Background: an optimization exercise with open tools, aiming at small area and a short achievable clock period. Do not read the settings as production practice.
Only simulation tests tie the RTL to the original design; equivalence was not proved.

## CPU
module CPU(
	input  reset                        ,
	input  clk                          ,
	output [31:0] imem_addr             ,
	input  [31:0] imem_data             ,
	output        dmem_re               ,
	output        dmem_we               ,
	output [31:0] dmem_addr             ,
	output [31:0] dmem_wdata            ,
	input  [31:0] dmem_rdata
);
	integer i;
	reg  [31:0] PC;
	wire [31:0] PC_next;
	wire [31:0] Instruction = imem_data;
	assign imem_addr = PC;
	wire [1:0] PCSrc, RegDst, MemtoReg;
	wire [2:0] Branch;
	wire [3:0] ALUOp;
	wire RegWrite, MemRead, MemWrite, ALUSrc1, ALUSrc2, ExtOp, LuOp;
	Control control1(
		.OpCode   (Instruction[31:26]),
		.Funct    (Instruction[5:0]  ),
		.PCSrc    (PCSrc             ),
		.Branch   (Branch            ),
		.RegWrite (RegWrite          ),
		.RegDst   (RegDst            ),
		.MemRead  (MemRead           ),
		.MemWrite (MemWrite          ),
		.MemtoReg (MemtoReg          ),
		.ALUSrc1  (ALUSrc1           ),
		.ALUSrc2  (ALUSrc2           ),
		.ExtOp    (ExtOp             ),
		.LuOp     (LuOp              ),
		.ALUOp    (ALUOp             ),
		.nop      (Instruction == 32'b0)
	);
	wire [4:0] I_rs = Instruction[25:21];
	wire [4:0] I_rt = Instruction[20:16];
	wire [4:0] I_wr = (RegDst == 2'b00) ? I_rt :
	                  (RegDst == 2'b01) ? Instruction[15:11] : 5'b11111;
	reg  [1:0] IFID_PCSrc;
	reg  [2:0] IFID_Branch;
	reg        IFID_MemRead, IFID_MemWrite, IFID_RegWrite;
	reg  [1:0] IFID_MemtoReg;
	reg  [4:0] IFID_wr;
	reg  [31:0] IFID_Instruction;
	reg  [31:0] IFID_PC_plus_4;
	reg        IFID_ALUSrc1, IFID_ALUSrc2, IFID_ExtOp, IFID_LuOp;
	reg  [3:0] IFID_ALUOp;
  ...
Size: ~7000 cells after synthesis.
==> module BSEL, before the edit <==
module BSEL(input one, input two, input nneg, input x, input y, output p);
	assign p = ~(((one & x) | (two & y)) ^ nneg);
endmodule
==> flow/config.mk <==
export PLATFORM = sky130hd
export DESIGN_NAME = CPU
export DESIGN_NICKNAME = CPU
export VERILOG_FILES = /design/flow/design.v
export SDC_FILE = /design/flow/constraint.sdc
export NUM_CORES = 4
export LEC_CHECK = 0
export CAP_MARGIN = 0
export CORE_MARGIN = 2
export CORE_UTILIZATION = 50
export CTS_BUF_LIST = sky130_fd_sc_hd__clkbuf_8
export CTS_CLUSTER_DIAMETER = 50
export CTS_CLUSTER_SIZE = 14
export PLACE_DENSITY = 0.6
export SLEW_MARGIN = 0
export SYNTH_HIERARCHICAL = 1
export SYNTH_MINIMUM_KEEP_SIZE = 0
==> flow/constraint.sdc <==
create_clock -name core_clock -period 13.0 [get_ports {clk}]
set_input_delay 2.6000 -clock core_clock [delete_from_list [all_inputs] [get_ports {clk}]]
set_output_delay 2.6000 -clock core_clock [all_outputs]
set_load 0.01 [all_outputs]
standard.sh (not shown) runs the stock make flow with config.mk's settings and CLKGATE_MAP_FILE= SYNTH_SCRIPT=/design/flow/synth_recipe.tcl, a recipe that flattens the netlist after the stock synthesis.
==> flow/flow/run.sh <==
#!/bin/bash
# The standard layout (the standard.sh, with the standard synthesis), with
# two changes to how the layout is optimised; the clock period and the
# constraints are the design's:
# - a larger setup margin for the resizer's timing repair, so that it keeps
#   improving the critical paths beyond what the clock period requires;
# - the port buffers (every input and output still gets one) are buf_4
#   instead of the default clkdlybuf4s50_1 delay cell.
set -euo pipefail
export SETUP_SLACK_MARGIN=8
export BUFFER_PORTS_ARGS="-inputs -outputs -buffer_cell sky130_fd_sc_hd__buf_4"
bash standard.sh > standard_flow.log 2>&1
Then changed:
--- a/flow/design.v
+++ b/flow/design.v
@@ -2093,7 +2093,12 @@
 	assign nneg = ~x2;
 endmodule
 module BSEL(input one, input two, input nneg, input x, input y, output p);
-	assign p = ~(((one & x) | (two & y)) ^ nneg);
+	wire s;
+	AO22 u(.a(one), .b(x), .c(two), .d(y), .y(s));
+	assign p = ~(s ^ nneg);
+endmodule
+module AO22(input a, input b, input c, input d, output y);
+	assign y = (a & b) | (c & d);
 endmodule
 module XOR2(input a, input b, output y);
 	assign y = a ^ b;
=> Routed wire length goes down slightly. Count of clock-buffer cells in the layout goes up by 2. Via count goes down slightly. Clock skew goes down by 19 ps. Worst hold slack barely changes. Core utilization goes down by 0.34 points. Worst setup slack gets worse by 27 ps. Synthesized area goes down slightly.

RTL: one of the versions met above, not the one the previous note started from.
Size: about 160 I/O pins.
==> module BSEL, before the edit <==
module BSEL(input one, input two, input nneg, input x, input y, output p);
	wire s;
	AO22 u(.a(one), .b(x), .c(two), .d(y), .y(s));
	assign p = ~(s ^ nneg);
endmodule
==> module AO22, before the edit <==
module AO22(input a, input b, input c, input d, output y);
	assign y = (a & b) | (c & d);
endmodule
==> flow/config.mk <==
export PLATFORM = sky130hd
export DESIGN_NAME = CPU
export DESIGN_NICKNAME = CPU
export VERILOG_FILES = /design/flow/design.v
export SDC_FILE = /design/flow/constraint.sdc
export NUM_CORES = 4
export LEC_CHECK = 0
export CAP_MARGIN = 0
export CORE_MARGIN = 2
export CORE_UTILIZATION = 50
export CTS_BUF_LIST = sky130_fd_sc_hd__clkbuf_8
export CTS_CLUSTER_DIAMETER = 50
export CTS_CLUSTER_SIZE = 14
export PLACE_DENSITY = 0.6
export SLEW_MARGIN = 0
export SYNTH_HIERARCHICAL = 1
export SYNTH_MINIMUM_KEEP_SIZE = 0
==> flow/constraint.sdc <==
create_clock -name core_clock -period 13.0 [get_ports {clk}]
set_input_delay 2.6000 -clock core_clock [delete_from_list [all_inputs] [get_ports {clk}]]
set_output_delay 2.6000 -clock core_clock [all_outputs]
set_load 0.01 [all_outputs]
==> flow/flow/run.sh <==
#!/bin/bash
# The standard layout (the standard.sh, with the standard synthesis), with
# two changes to how the layout is optimised; the clock period and the
# constraints are the design's:
# - a larger setup margin for the resizer's timing repair, so that it keeps
#   improving the critical paths beyond what the clock period requires;
# - the port buffers (every input and output still gets one) are buf_4
#   instead of the default clkdlybuf4s50_1 delay cell.
set -euo pipefail
export SETUP_SLACK_MARGIN=8.5
export BUFFER_PORTS_ARGS="-inputs -outputs -buffer_cell sky130_fd_sc_hd__buf_4"
bash standard.sh > standard_flow.log 2>&1
Next try:
--- a/flow/design.v
+++ b/flow/design.v
@@ -2091,16 +2091,11 @@
 	assign one = x1 ^ x0;
 	assign two = (x2 & ~x1 & ~x0) | (~x2 & x1 & x0);
 	assign nneg = ~x2;
 endmodule
 module BSEL(input one, input two, input nneg, input x, input y, output p);
-	wire s;
-	AO22 u(.a(one), .b(x), .c(two), .d(y), .y(s));
-	assign p = ~(s ^ nneg);
-endmodule
-module AO22(input a, input b, input c, input d, output y);
-	assign y = (a & b) | (c & d);
+	assign p = ~(((one & x) | (two & y)) ^ nneg);
 endmodule
 module XOR2(input a, input b, output y);
 	assign y = a ^ b;
 endmodule
 module AND2(input a, input b, output y);
Wire length is lower by 4.9%.
Worst setup slack gains 0.047 ns.
First-iteration DRC count shrinks by 13%.
Core utilization decreases by 0.30 points.
Synthesized cell count does not change.
Non-clock buffer count increases by 25.
Area after synthesis went up by 1.2%.
Global-route usage is lower by 1.1 points.

==> re-timing with driven ports <==
In the flow no input, the clock included, has a driving cell. The finished layouts below were timed again as built, in two steps. Step 1: set_driving_cell puts a clkbuf_16 on clk and a buf_2 on each other input, an assumption about the parent block. Step 2 adds t to the input delays and takes it off the output delays; t is the mean of the earliest and latest rising clock arrival at the registers after step 1. Input paths then give back, and output paths get back, about the clock's delay inside the block. a / b / c = no drivers / after step 1 / after step 2; a / b = the first two.
run	t, ns	setup WS [ns]	worst hold slack (ns)
the first run of note 1	1.034	7.978 / 7.978 / 7.070	0.354 / 0.354 / 0.354
the second run of note 1	1.047	7.950 / 7.956 / 6.962	0.354 / 0.354 / 0.354
the first run of note 2	1.051	7.947 / 7.947 / 7.192	0.357 / 0.357 / 0.357
the second run of note 2	1.085	7.994 / 7.994 / 7.286	0.354 / 0.354 / 0.354
After both steps setup and hold are still met in every run listed. The setup slack of the second run of note 1, which loses most, moves by +0.006 ns with the drivers and by -0.988 ns with both steps.
